Source: an optimization exercise on an open RTL-to-GDS flow (aim: small area and a short achievable clock period). Production flows keep margins and buffers that such runs may drop. No run shown here included a check of the RTL's function; only the layout flow was run. Power and IR drop assume default switching activity.

==> flow/design.v, too long to show whole: its modules and the start of the top module <==
// module float_copro_dp: 1521 lines
// module float_copro: 39 lines
module float_copro
   (
    input  logic        clk,
    input  logic        copro_valid,
    input  logic        copro_accept,
    input  logic [10:0] copro_opcode,
    input  logic [31:0] copro_op0,
    input  logic [31:0] copro_op1,
    output logic        copro_complete,
    output logic [31:0] copro_result
    );
  // ...
==> flow/run.sh <==
#!/bin/bash
# synth_recipe.tcl (not shown) runs the flow's synth.tcl, then flattens the netlist and writes it again
# the make line also repeats each setting of config.mk as NAME=value (left out here)
make -C /OpenROAD-flow-scripts/flow DESIGN_CONFIG=/design/flow/config.mk WORK_HOME=/design/flow/orfs CLKGATE_MAP_FILE= SYNTH_SCRIPT=/design/flow/synth_recipe.tcl finish
==> flow/config.mk <==
export PLATFORM = sky130hd
export DESIGN_NAME = float_copro
export DESIGN_NICKNAME = float_copro
export VERILOG_FILES = /design/flow/design.v
export SDC_FILE = /design/flow/constraint.sdc
export NUM_CORES = 4
export LEC_CHECK = 0
export CAP_MARGIN = 20
export CORE_MARGIN = 2
export CORE_UTILIZATION = 40
export SLEW_MARGIN = 20
==> flow/constraint.sdc <==
create_clock -name core_clock -period 14.0 [get_ports {clk}]
set_input_delay 2.8000 -clock core_clock [delete_from_list [all_inputs] [get_ports {clk}]]
set_output_delay 2.8000 -clock core_clock [all_outputs]
set_load 0.01 [all_outputs]
==> summary.txt, run 1 <==
Finish
  • Final std cells w/o fill: approximately 2200
  • Sequential cell area share: 0.139
  • # clk buffers: 18
  • Biggest regs: a_r x32, b_r x32
  • Footprint of the multi-input gates: 11400 um2

Die
  • Row count: 71
  • Core area: 37600 um2

Logic synthesis
  • Commonest cells post-synth: xnor2_1, a22oi_1, inv_1, fa_1, dfxtp_1
  • Flops & latches, synth: 120
  • Largest cells by area after synthesis: fa_1, xnor2_1, dfxtp_1, a22oi_1, ha_1
  • Synth Flop Type: dfxtp_1

Timing
  • FMAX: 152 MHz

Worst setup path
  • Worst endpoint required time: between 10000 and 15000 ps
  • Family with the most delay on the worst path: compound AO/OA/AOI/OAI gates
  • CP max stage delay: 560 ps

Global route
  • Pin count of the biggest net entering global routing: 65
  • Met2 Usage GRT: 0.378

Drt
  • Wire length on met2: between 20 and 25 mm
  • Remaining DRCs: 0
  • Vias per inst: 5.53

Pwr
  • Clk. pwr: approximately 0.47 mW
  • Switching share of power: 0.423

CTS
  • TritonCTS clock tree: done
  • Post-CTS Setup Inserts: 0
  • H-tree levels: 4
  • Worst skew pair latency: 440 ps
  • CTS root buf: clkbuf_16

Placement
  • IO Port Bufs: 101

Outcome
  • Outcome: complete, no violations
==> run 2: changes to the inputs <==
--- a/flow/config.mk
+++ b/flow/config.mk
@@ -5,6 +5,7 @@
 export SDC_FILE = /design/flow/constraint.sdc
 export NUM_CORES = 4
 export LEC_CHECK = 0
+export ABC_CLOCK_PERIOD_IN_PS = 3500
 export CAP_MARGIN = 20
 export CORE_MARGIN = 2
 export CORE_UTILIZATION = 40
==> summary.txt, run 2 <==
Outcome
  • Outcome: complete, no violations

Worst hold path
  • Min-Delay Path Class: flip-flop to flip-flop

Logic synthesis
  • Flops & latches, synth: 120 (unchanged)
  • Mapped cell area: 15200 um2
  • Top cell type by total area after synthesis: fa_1
  • Synth Warn #: 1
  • Synthesized area per cell: 9.35 um2
  • Register area share after synthesis: 0.158
  • Largest cells by area after synthesis: fa_1, xnor2_1, dfxtp_1, a22oi_1, ha_1
  • Most frequent cell after synthesis: xnor2_1
  • EDFF count, synth: 0
  • Async S/R FF share, synth: 0
  • Synth Flop Type: dfxtp_1
  • Net Count, Synth: 1982
  • Commonest cells post-synth: xnor2_1, a22oi_1, inv_1, fa_1, dfxtp_1
  • Synth Instances: 1628
  • Netlist cell types: 62
  • Top cell type's share of synthesized area: 0.262

Placement
  • IO Port Bufs: 101 (unchanged)
  • Placed cell areas: 16600 um2
  • Placer Congestion: 0.911
  • Place WS: 7830 ps
  • Detailed Place HPWL: approximately 32 mm

CTS
  • TritonCTS clock tree: done
  • Post-CTS Resized: 0
  • CTS root buf: clkbuf_16
  • H-tree levels: 4 (unchanged)
  • CTS Buf Count: 17
  • Post-CTS Setup Inserts: 0 (unchanged)
  • Clock transition at the registers of the reported paths: roughly 60 ps
  • Hold Buf Count CTS: 0
  • Clock Path Buffers: 2
  • Worst skew pair latency: 440 ps (about the same)
  • Clk sinks: 120

Finish
  • Fin area: 17300 um2
  • Fin nets: 2010
  • Proportion of layout cells with a drive suffix above 1: 0.0605
  • Layout area overhead: 13.3%
  • Fill count: 3539
  • Commonest cells after routing, fill and taps aside: xnor2_1, a22oi_1, inv_1, fa_1, dfxtp_1
  • Commonest non-fill, non-tap cell in the layout: xnor2_1
  • Biggest regs: a_r x32, b_r x32
  • Diodes inserted: 0

Worst setup path
  • Worst path arrival time: 3770 ps
  • Flop2flop setup slack: 8030 ps
  • CP max stage delay: 560 ps (about the same)
  • Maximum fanout along the worst path: 3
  • Worst endpoint required time: 11200 ps (about the same)
  • Cells on worst reg2reg path: 22
  • Crit path cell chain: inv_1 > fa_1 > inv_1 > fa_1 > a21o_1 > a21oi_1 > nand2b_1 > a21boi_0 > o211a_1 > or2_2 > o31ai_1 > xnor2_1 > clkdlybuf4s50_1
  • Worst Setup SP: cy_r
  • Worst setup SP type: flip-flop
  • Worst r2r dst: hc_r[15]
  • Endpoint type of the worst setup path: output port
  • CP Class: flip-flop to output port
  • Worst Setup EP: copro_result[28]
  • Worst path slowest cell: clkdlybuf4s50_1
  • FF-to-FF Start: mul_r

Flow run
  • Max Cap Viol: 0

Drt
  • 1st-iter DRT viols: 1276
  • Vias per inst: 5.53 (unchanged)
  • Drt pass-1 iters: 6
  • Final WL: 45.2 mm
  • Routed Antenna Nets: 0
  • Remaining DRCs: 0 (unchanged)
  • Via count: 12100
  • WL/cell: 20.7 um

Die
  • Core area: 37600 um2 (unchanged)
  • Die Area: 39600 um2
  • Row count: 71 (unchanged)
  • Initial Util: 0.405
  • I/O Pins: 111
  • Die Ht: roughly 200 um
  • Die width: 199 um

Pwr
  • VDD IR max: ~0.065 mV
  • Pwr/cell area: 156 nW/um2
  • Leakage: 7.14 nW

Timing
  • Relative slew slack: 0.264
  • Final Hold Fails: 0
  • Worst slew pin tran: 1100 ps
  • Crit share post-route: 0.469
  • Final setup fails: 0
  • Fin crit period: 6570 ps
  • Final TNS setup: 0 ps
  • Worst setup margin: roughly 7400 ps
  • Final Slew Violations: 0
  • Final Skew: 12.5 ps
  • FMAX: 152 MHz (unchanged)
  • Unrepaired setup endpoints after global routing: false

Global route
  • Overflow left after global routing: 0
  • Global-route wire length before repair: ~71 mm
  • Initial antenna violation count: 0
  • All-Layer GR Usage: 0.238
  • Vias in the first global route: 12500
  • Pin count of the biggest net entering global routing: 65 (unchanged)
## run 2: per-stage QoR
stage	utilization	std cells	hold slack (ps)	total power, mW
final	0.459	2180	572	2.70
after floorplan	-	1628	503	1.66
after global placement	0.443	2148	531	2.22
after CTS	0.459	2180	569	2.74
after detailed placement	0.443	2148	564	2.26
after global routing	0.459	2180	596	2.98
## run 2: layer usage
| layer | wire length, um | track usage |
|---|---|---|
| met1 | 19100 | 0.322 |
| met2 | 20400 | 0.378 |
| met3 | 4010 | 0.0405 |
| met4 | 1600 | 0.0951 |
| met5 | 0 | 0 |
## run 2: worst max-delay path: cells and delay by family, from the launching register on
kind,cells,cell delay (ps)
buf+inv,3,690
fa+ha+maj,2,590
xor+xnor,1,150
simple gates,2,450
compound gates,5,1150
flops,1,300
## run 2: cells by family after synthesis
logic type | synth area share
compound gates | 0.172
xor+xnor | 0.189
fa+ha+maj | 0.326
buf+inv | 0.0929
flops | 0.158
mux | 0.00156
simple gates | 0.0615
## run 2: area by class of cell
class                           count  area (um2)  area share
Clock inverter                     14         186      0.0108
Multi-Input combinational cell   1145       11400       0.662
Inverter                          233         875      0.0507
Sequential cell                   120        2400       0.139
Clock buffer                       18         429      0.0249
Timing Repair Buffer              139        1300      0.0751
Tap cell                          511         639      0.0371
## run 2: power by group
| group | internal [mW] | switching [mW] | leakage (nW) |
|---|---|---|---|
| Combinational | 0.823 | 0.910 | 5.84 |
| Clock | 0.285 | 0.189 | 0.295 |
| Sequential | 0.447 | 0.0411 | 1.01 |
## run 2: how the worst min path moves through the flow
| stage | start | end | cells past startpoint | slack (ps) |
|---|---|---|---|---|
| finish | cnt[3] | cnt[3] | 1 | 570 |
| global route | cnt[1] | cnt[1] | 2 | 600 |
| CTS | cnt[3] | cnt[3] | 1 | 570 |
| detailed placement | cnt[3] | cnt[3] | 1 | 560 |
| global placement | cnt[3] | cnt[3] | 1 | 530 |
| floorplan | cnt[3] | cnt[3] | 1 | 500 |
==> run 3: changes to the inputs <==
==> flow/flow/run.sh (new file) <==
#!/bin/bash
set -euo pipefail
MARGIN=${MARGIN:-9.5}
for step in synth floorplan place cts route finish; do
  bash standard.sh SETUP_SLACK_MARGIN=$MARGIN $step > log_$step.txt 2>&1
done
==> flow/standard.sh (new file) <==
#!/bin/bash
# synth_recipe.tcl (not shown) runs the flow's synth.tcl, then flattens the netlist and writes it again
# the make line also repeats each setting of config.mk as NAME=value (left out here)
make -C /OpenROAD-flow-scripts/flow DESIGN_CONFIG=/design/flow/config.mk WORK_HOME=/design/flow/orfs CLKGATE_MAP_FILE= SYNTH_SCRIPT=/design/flow/synth_recipe.tcl "${@:-finish}"
--- a/flow/config.mk
+++ b/flow/config.mk
@@ -5,7 +5,6 @@
 export SDC_FILE = /design/flow/constraint.sdc
 export NUM_CORES = 4
 export LEC_CHECK = 0
-export ABC_CLOCK_PERIOD_IN_PS = 3500
 export CAP_MARGIN = 20
 export CORE_MARGIN = 2
 export CORE_UTILIZATION = 40
removed: flow/run.sh
==> summary.txt, run 3 <==
Outcome
  • Outcome: complete, no violations

Logic synthesis
  • Most frequent cell after synthesis: xnor2_1
  • Register area share after synthesis: 0.158 (unchanged)
  • Synth Instances: 1628 (unchanged)
  • Net Count, Synth: 1982 (unchanged)
  • Mapped cell area: 15200 um2 (unchanged)
  • Flops & latches, synth: 120 (unchanged)
  • Synthesized area per cell: 9.35 um2 (unchanged)
  • Async S/R FF share, synth: 0 (unchanged)
  • Top cell type's share of synthesized area: 0.262 (unchanged)
  • Netlist cell types: 62 (unchanged)
  • Top cell type by total area after synthesis: fa_1
  • Commonest cells post-synth: xnor2_1, a22oi_1, inv_1, fa_1, dfxtp_1
  • Largest cells by area after synthesis: fa_1, xnor2_1, dfxtp_1, a22oi_1, ha_1
  • EDFF count, synth: 0 (unchanged)
  • Synth Warn #: 1 (unchanged)
  • Synth Flop Type: dfxtp_1

CTS
  • Hold Buf Count CTS: 0 (unchanged)
  • Clk sinks: 120 (unchanged)
  • TritonCTS clock tree: done
  • Clock Path Buffers: 2 (unchanged)
  • CTS Buf Count: 17 (unchanged)
  • Clock transition at the registers of the reported paths: 70 ps (about the same)
  • H-tree levels: 4 (unchanged)
  • CTS root buf: clkbuf_16
  • Worst skew pair latency: 440 ps (about the same)

Finish
  • Fin nets: 2107 (+4.8%)
  • Commonest non-fill, non-tap cell in the layout: xnor2_1
  • Proportion of layout cells with a drive suffix above 1: 0.248 (+0.188)
  • Biggest regs: a_r x32, b_r x32
  • Commonest cells after routing, fill and taps aside: xnor2_1, a22oi_1, inv_1, fa_1, dfxtp_1
  • Layout area overhead: 27.5%
  • Diodes inserted: 0 (unchanged)
  • Fin area: 19400 um2 (+13%)

Global route
  • Overflow left after global routing: 0 (unchanged)
  • Pin count of the biggest net entering global routing: 33 (-49%)
  • All-Layer GR Usage: 0.251 (+0.0132)
  • Global-route wire length before repair: 74.5 mm (+4.4%)
  • Initial antenna violation count: 0 (unchanged)
  • Vias in the first global route: 13000 (+4.1%)

Worst setup path
  • Maximum fanout along the worst path: 2 (-1)
  • CP Class: flip-flop to output port
  • Worst setup SP type: flip-flop
  • Endpoint type of the worst setup path: output port
  • Flop2flop setup slack: 9020 ps (+990 ps)
  • Worst endpoint required time: 11200 ps (about the same)
  • Worst path arrival time: 2900 ps (-870 ps)

Timing
  • Worst setup margin: 8300 ps (+867 ps)
  • FMAX: 175 MHz (+15%)
  • Final Skew: 12.6 ps (+0.0999 ps)
  • Final Hold Fails: 0 (unchanged)
  • Fin crit period: 5700 ps (-867 ps)
  • Final TNS setup: 0 ps (unchanged)
  • Crit share post-route: 0.407 (-0.0619)
  • Worst slew pin tran: 1080 ps (-18.4 ps)
  • Relative slew slack: 0.277 (+0.0129)
  • Unrepaired setup endpoints after global routing: true
  • Final Slew Violations: 0 (unchanged)
  • Final setup fails: 0 (unchanged)

Die
  • Initial Util: 0.405 (unchanged)
  • Die Ht: 199 um (unchanged)
  • Die Area: 39600 um2 (unchanged)
  • Core area: 37600 um2 (unchanged)
  • I/O Pins: 111 (unchanged)
  • Die width: 199 um (unchanged)
  • Row count: 71 (unchanged)

Placement
  • Placed cell areas: 16800 um2 (+0.71%)
  • IO Port Bufs: 101 (unchanged)
  • Detailed Place HPWL: 32.0 mm (-0.38%)
  • Placer Congestion: 0.912 (+0.11%)
  • Place WS: 7970 ps (+144 ps)

Drt
  • 1st-iter DRT viols: 1295 (+1.5%)
  • Via count: 12700 (+5.7%)
  • WL/cell: 21.9 um (+5.6%)
  • Routed Antenna Nets: 0 (unchanged)
  • Remaining DRCs: 0 (unchanged)
  • Final WL: 49.8 mm (+10%)
  • Vias per inst: 5.60 (+1.2%)
  • Drt pass-1 iters: 6 (unchanged)

Pwr
  • Internal power: 1.71 mW (+10%)
  • Total power: 2.99 mW (+11%)
  • VDD IR max: 0.0835 mV (+29%)
  • Switching share of power: 0.429 (+0.00570)
  • Comb pwr share: 0.675 (+0.032)
  • NetSw: 1.28 mW (+13%)
  • Pwr/cell area: 154 nW/um2 (-1.3%)
  • Clk pwr share: 0.160 (-0.016)
  • Leakage: 7.96 nW (+11%)
  • Flop pwr share: 0.165 (-0.016)

Worst hold path
  • Min-Delay Path Class: flip-flop to flip-flop

Flow run
  • Max Cap Viol: 0 (unchanged)
-- run 3: cell counts after synthesis --
Identical to the previous run, type by type.
-- run 3: cell type report --
class                      instances  area [um2]
clock inverter                    15         191
inverter                         233         905
clock buffer                      17         425
fill                            3341       18200
multi-input combinational       1146       12400
tap                              511         639
sequential                       120        2430
timing repair buffer             235        2440
-- run 3: kinds of logic (layout without fill, tap and decap cells) --
| logic type | after synthesis | after routing | share of synthesized area |
|---|---|---|---|
| buffers and inverters | 363 | 500 | 0.0929 |
| AOI/OAI and AO/OA | 354 | 354 | 0.172 |
| xor gates and xnor gates | 326 | 326 | 0.189 |
| adders and majority gates | 277 | 277 | 0.326 |
| and+or+nand+nor | 186 | 187 | 0.0615 |
| DFF | 120 | 120 | 0.158 |
| muxes | 2 | 2 | 0.00156 |
-- run 3: path summary, 6_finish.rpt --
kind                start                to  depth (start not counted)
setup / recovery  hc_r[0]  copro_result[28]                         13
hold / removal     cnt[1]            cnt[1]                          2
setup reg to reg   a_r[3]          hc_r[15]                         22
hold reg to reg    cnt[1]            cnt[1]                          2
-- run 3: what timing repair did --
action / in CTS / in global routing
buffers inserted: 66 / 24
gates cloned: 11 / 0
endpoints found under the setup margin: 54 / 54
resized for setup: 244 / 129
pin swaps: 91 / 117
-- run 3: critical path: stages, from the launching register on --
cell	delay, ps
dfxtp_2	320
inv_2	50
fa_2	220
inv_2	40
fa_2	330
a21o_1	180
a21oi_2	130
nand2b_4	150
a21boi_4	60
o211a_1	250
or2_4	250
o31ai_4	200
xnor2_2	130
buf_2	150
-- run 3: per-stage QoR --
stage	util	hold WS, ps	cells
floorplan	-	503	1628
global placement	0.446	530	2144
detailed placement	0.446	557	2144
CTS	0.500	556	2253
global route	0.516	562	2277
finish	0.516	549	2277
-- run 3: power groups by stage --
| stage | Sequential [mW] | Clock [mW] | Combinational [mW] |
|---|---|---|---|
| global route | 0.502 | 0.504 | 2.26 |
| floorplan | 0.493 | 0 | 1.23 |
| finish | 0.494 | 0.479 | 2.02 |
| detailed placement | 0.498 | 0 | 1.81 |
| global placement | 0.497 | 0 | 1.79 |
| CTS | 0.493 | 0.485 | 1.92 |
-- run 3: layer usage --
metal | up-vias | part of all wire | global-route usage
li1 | 5575 | - | -
met3 | 153 | 0.089 | 0.0376
met2 | 697 | 0.45 | 0.391
met5 | - | 0 | 0
met1 | 6323 | 0.41 | 0.338
met4 | 0 | 0.052 | 0.132

==> what the ideal ports hide <==
How much do the figures lean on ideal ports? The routed layouts below were timed once more, with nothing changed but the port constraints.
Step 1: set_driving_cell puts a clkbuf_16 on clk and a buf_2 on each other input, an assumption about the parent block.
Step 2 moves the port delays by t, midway between the first and last clock arrival at a register: inputs arrive t later, outputs are due t later. That takes back most of the time a late clock gives input paths.
Three values: ideal ports, drivers, drivers and shift; two values: the first two.
| run | t (ns) | slack for setup (ns) | slew at the worst register clock pin (ns) | pins driven straight from the clock port |
|---|---|---|---|---|
| run 1 | 0.489 | 7.430 / 7.376 / 7.865 | 0.07 / 0.07 | 1 |
| run 2 | 0.489 | 7.430 / 7.376 / 7.865 | 0.07 / 0.07 | 1 |
| run 3 | 0.485 | 8.297 / 8.244 / 8.729 | 0.07 / 0.07 | 1 |
After both steps setup and hold are still met in every run listed.
